Source: an optimization exercise on an open RTL-to-GDS flow (aim: small area, a short achievable clock period and few clock cycles per item). Production flows keep margins and buffers that such runs may drop. Where RTL was checked, it was by simulation tests only, not by an equivalence proof against the original.

Setup of tundra:
==> flow/design.v (excerpt) <==
module mult_controller #(
    parameter integer WIDTH = 32
)
(
    input logic clk,
    input logic rst_n,
    input logic start,
    input logic signed [WIDTH - 1: 0] multiplicand,
    input logic signed [WIDTH - 1: 0] multiplier,
    output logic signed [2 * WIDTH - 1: 0] product,
    output logic done
);
Size: roughly 1600 cells after synthesis, about 150 flip-flops, about 130 I/O pins, about 0.013 sq mm of cells after synthesis.
==> flow/config.mk <==
export PLATFORM = sky130hd
export DESIGN_NAME = mult_controller
export DESIGN_NICKNAME = mult_controller
export VERILOG_FILES = /design/flow/design.v
export SDC_FILE = /design/flow/constraint.sdc
export NUM_CORES = 4
export LEC_CHECK = 0
export ABC_AREA = 1
export CAP_MARGIN = 20
export CORE_MARGIN = 2
export CORE_UTILIZATION = 40
export CTS_BUF_LIST = sky130_fd_sc_hd__clkbuf_8
export SETUP_SLACK_MARGIN = 1.3
export SLEW_MARGIN = 20
export BUFFER_PORTS_ARGS = -buffer_cell sky130_fd_sc_hd__buf_1
==> flow/constraint.sdc <==
create_clock -name core_clock -period 4.5 [get_ports {clk}]
set_input_delay 0.9000 -clock core_clock [delete_from_list [all_inputs] [get_ports {clk}]]
set_output_delay 0.9000 -clock core_clock [all_outputs]
set_load 0.01 [all_outputs]
standard.sh (not shown) runs the stock make flow with config.mk's settings and CLKGATE_MAP_FILE= SYNTH_SCRIPT=/design/flow/synth_recipe.tcl, a recipe that flattens the netlist after the stock synthesis.
==> flow/flow/run.sh <==
#!/bin/bash
# The standard layout, except that the port buffers are plain buffers
# (sky130_fd_sc_hd__buf_1, which timing repair may resize) instead of the
# delay cells buffer_ports picks by default.
set -euo pipefail
echo 'export BUFFER_PORTS_ARGS = -buffer_cell sky130_fd_sc_hd__buf_1' >> config.mk
bash standard.sh > standard.log 2>&1
Here is what was changed in the inputs of cedar compared with tundra.
diff --git a/flow/design.v b/flow/design.v
--- a/flow/design.v
+++ b/flow/design.v
@@ -11,15 +11,14 @@
     output logic done
 );
     logic busy;                   
     logic [1:0] cnt;             
     logic [31:0] pl;              
     logic bprev;                  
     logic [31:0] ph;              
-    logic kc;                     
     logic [39:0] q0, q1;          
     wire [31:0] mx = multiplier;
     wire [8:0] wp = {mx[7:0], 1'b0};
     wire [8:0] wr = {pl[7:0], bprev};
     wire [32:0] am = {multiplicand[31], multiplicand};   
     wire [32:0] a2 = {multiplicand, 1'b0};               
     wire [3:0] ng;
@@ -69,28 +68,28 @@
     wire c4 = x0[3] & x1[1];
     wire s5 = ng[2] ^ x0[4] ^ x1[2];
     wire c6 = (ng[2] & x0[4]) | (ng[2] & x1[2]) | (x0[4] & x1[2]);
     wire s7 = x2[0] ^ c4;
     wire c8 = x2[0] & c4;
     wire s9 = x0[5] ^ x1[3] ^ x2[1];
     wire c10 = (x0[5] & x1[3]) | (x0[5] & x2[1]) | (x1[3] & x2[1]);
-    wire s11 = c6 ^ c8 ^ s9;
-    wire c12 = (c6 & c8) | (c6 & s9) | (c8 & s9);
+    wire s11 = c6 ^ c8;
+    wire c12 = c6 & c8;
     wire s13 = ng[3] ^ x0[6] ^ x1[4];
     wire c14 = (ng[3] & x0[6]) | (ng[3] & x1[4]) | (x0[6] & x1[4]);
     wire s15 = x2[2] ^ x3[0] ^ c10;
     wire c16 = (x2[2] & x3[0]) | (x2[2] & c10) | (x3[0] & c10);
     wire s17 = s13 ^ c12;
     wire c18 = s13 & c12;
     wire s19 = x0[7] ^ x1[5] ^ x2[3];
     wire c20 = (x0[7] & x1[5]) | (x0[7] & x2[3]) | (x1[5] & x2[3]);
     wire s21 = x3[1] ^ c14 ^ s19;
     wire c22 = (x3[1] & c14) | (x3[1] & s19) | (c14 & s19);
-    wire s23 = c16 ^ s21;
-    wire c24 = c16 & s21;
+    wire s23 = c16 ^ c18;
+    wire c24 = c16 & c18;
     wire s25 = x0[8] ^ x1[6] ^ x2[4];
     wire c26 = (x0[8] & x1[6]) | (x0[8] & x2[4]) | (x1[6] & x2[4]);
     wire s27 = x3[2] ^ c20 ^ s25;
     wire c28 = (x3[2] & c20) | (x3[2] & s25) | (c20 & s25);
     wire s29 = c22 ^ s27;
     wire c30 = c22 & s27;
     wire s31 = x0[9] ^ x1[7] ^ x2[5];
@@ -254,24 +253,21 @@
     wire s189 = c182 ^ s187 ^ c184;
     wire c190 = (c182 & s187) | (c182 & c184) | (s187 & c184);
     wire s191 = ~x2[32] ^ x3[30] ^ c188;
     wire c192 = (~x2[32] & x3[30]) | (~x2[32] & c188) | (x3[30] & c188);
     wire s193 = 1'b1 ^ x3[31];
     wire c194 = 1'b1 & x3[31];
     always_ff @(posedge clk) begin
-        q0 <= {1'b1, ~x3[32], c192, c190, c186, c180, c174, c168, c162, c156, c150, c144, c138, c132, c126, c120, c114, c108, c102, c96, c90, c84, c78, c72, c66, c60, c54, c48, c42, c36, c30, c24, c18, s15, s11, s5, c2, x1[0], x0[1], x0[0]};
-        q1 <= {1'b0, c194, s193, s191, s189, s185, s179, s173, s167, s161, s155, s149, s143, s137, s131, s125, s119, s113, s107, s101, s95, s89, s83, s77, s71, s65, s59, s53, s47, s41, s35, s29, s23, s17, 1'b0, s7, s3, s1, 1'b0, ng[0]};
+        q0 <= {1'b1, ~x3[32], c192, c190, c186, c180, c174, c168, c162, c156, c150, c144, c138, c132, c126, c120, c114, c108, c102, c96, c90, c84, c78, c72, c66, c60, c54, c48, c42, c36, c30, c24, s21, s15, s9, s5, c2, x1[0], x0[1], x0[0]};
+        q1 <= {1'b0, c194, s193, s191, s189, s185, s179, s173, s167, s161, s155, s149, s143, s137, s131, s125, s119, s113, s107, s101, s95, s89, s83, s77, s71, s65, s59, s53, s47, s41, s35, s29, s23, s17, s11, s7, s3, s1, 1'b0, ng[0]};
     end
     wire [39:0] acc = {{8{ph[31]}}, ph};
-    wire [39:0] qk = {q1[39:6], kc, q1[4:0]};
-    wire [39:0] t0 = acc ^ q0 ^ qk;
-    wire [39:0] t1 = {(acc[38:0] & q0[38:0]) | (acc[38:0] & qk[38:0]) | (q0[38:0] & qk[38:0]), 1'b0};
-    wire [13:0] lo = t0[12:0] + t1[12:0];
-    wire [26:0] hi = t0[39:13] + t1[39:13];
-    wire [39:0] sum = {hi, lo[12:0]};
+    wire [39:0] t0 = acc ^ q0 ^ q1;
+    wire [39:0] t1 = {(acc[38:0] & q0[38:0]) | (acc[38:0] & q1[38:0]) | (q0[38:0] & q1[38:0]), 1'b0};
+    wire [39:0] sum = t0 + t1;
     always_ff @(posedge clk or negedge rst_n) begin
         if (!rst_n) begin
             busy <= 1'b0;
             cnt  <= '0;
             done <= 1'b0;
         end else if (busy) begin
             cnt  <= cnt + 1'b1;
@@ -285,19 +281,16 @@
             done <= 1'b0;
         end
     end
     always_ff @(posedge clk) begin
         if (busy) begin
             pl    <= {sum[7:0], pl[31:8]};
             ph    <= sum[39:8];
-            kc    <= lo[13];
             bprev <= pl[7];
         end else if (start) begin
             ph    <= '0;
-            kc    <= 1'b0;
             pl    <= {8'd0, mx[31:8]};
             bprev <= mx[7];
         end
     end
-    wire [31:0] phr = {ph[31:5] + kc, ph[4:0]};
-    assign product = {phr, pl};
+    assign product = {ph, pl};
 endmodule
## What came out
For tundra, the endpoint of the most critical setup path was q1[17]$_DFF_P_, unlike cedar, where it was q1[29]$_DFF_P_.
Changes observed in cedar relative to tundra: number of gates resized after cts saw a decrease; post-layout minimum cycle time saw a decrease; routed wire length saw a decrease; met1 routing resource usage after global routing saw an increase.
The total number of nets in the final design of cedar is lower than that of tundra.
When the final numbers for cedar and tundra were put side by side, the worst-case clock skew turned out to be smaller in tundra.
Relative to tundra, the count of flip-flops with a built-in enable after synthesis measured on cedar has decreased slightly.
cedar finished every step from synthesis to the final layout, and the layout passed the timing, design-rule and antenna checks.
tundra ended with every stage complete and zero timing, DRC or antenna violations.
Compared with tundra, cedar shows largest net degree at the start of global routing lower by 4.5%.
Layout overhead on the synthesized area, cedar and tundra: smaller value in cedar
| synthesized-area fraction occupied by adder cells | cedar vs tundra | 1.1 points higher |
Testbench counts of cedar, summed over its fixed seeds: cycles 8,008, items 1,600.
For tundra, only the layout was checked, not whether the RTL still works.

========
mult_controller, a different RTL version from the one above (not shown whole).
For scale: about 130 I/O pins, about 13000 um^2 of cells after synthesis.
Settings: LEC_CHECK=0, CAP_MARGIN=20, CORE_MARGIN=2, CORE_UTILIZATION=40, SETUP_SLACK_MARGIN=1.0, SLEW_MARGIN=20, BUFFER_PORTS_ARGS=-buffer_cell sky130_fd_sc_hd__buf_1; clock period 4.5 ns.
Scripts as last shown in full above: flow/flow/run.sh
Edit:
--- a/flow/design.v
+++ b/flow/design.v
@@ -10,24 +10,24 @@
     output logic signed [2 * WIDTH - 1: 0] product,
     output logic done
 );
     logic busy;                   
     logic [1:0] cnt;             
     logic [31:0] pl;              
     logic bprev;                  
     logic [31:0] ph;              
     logic kc;                     
     logic [39:0] q0, q1;          
     wire [31:0] mx = multiplier;
-    wire [7:0] mb = busy ? pl[7:0] : mx[7:0];
-    wire [8:0] win = {mb, bprev & busy};
+    wire [7:0] mb = start ? mx[7:0] : pl[7:0];
+    wire [8:0] win = {mb, bprev & ~start};
     wire [32:0] am = {multiplicand[31], multiplicand};   
     wire [32:0] a2 = {multiplicand, 1'b0};               
     wire [3:0] ng;
     wire [2:0] w0 = win[2:0];
     wire one0 = w0[0] ^ w0[1];
     wire two0 = (w0[2] & ~w0[1] & ~w0[0]) | (~w0[2] & w0[1] & w0[0]);
     assign ng[0] = w0[2];
     wire [32:0] x0 = ((am & {33{one0}}) | (a2 & {33{two0}})) ^ {33{ng[0]}};
     wire [2:0] w1 = win[4:2];
     wire one1 = w1[0] ^ w1[1];
     wire two1 = (w1[2] & ~w1[1] & ~w1[0]) | (~w1[2] & w1[1] & w1[0]);
After rerunning:
- The new run completed with no timing, DRC or antenna violations
- utilization climbs by 1.6 points
- clock-buffer cell count climbs by 1
- worst hold slack gets better by 0.049 ns
- design area climbs by 1.5%
- global-route usage climbs by 1.2 points
Function was not checked in any run of this note: the RTL went through the layout flow alone.

==> port drivers added, routing unchanged <==
How much do the figures lean on ideal ports? The routed layouts below were timed once more, with nothing changed but the port constraints.
Step 1: set_driving_cell puts a clkbuf_16 on clk and a buf_2 on each other input, an assumption about the parent block.
Step 2, shift: input delay + t, output delay - t, t = (earliest + latest rising clock arrival at the registers) / 2. This alone moves slack from input paths to output paths.
a / b / c = ideal ports / drivers / drivers and shift; a / b = the first two.
run	shift t [ns]	setup WS [ns]	worst setup path after step 2
tundra	0.510	1.341 / 1.338 / 0.879	input to register
cedar	0.500	1.387 / 1.387 / 0.933	input to register
the first run of note 2	0.470	1.079 / 1.074 / 0.752	input to register
the second run of note 2	0.480	0.941 / 0.945 / 0.465	input to register
After both steps every run listed still meets setup and hold. For the second run of note 2, which loses most, drivers alone change the setup slack by +0.004 ns; drivers and shift together by -0.476 ns.
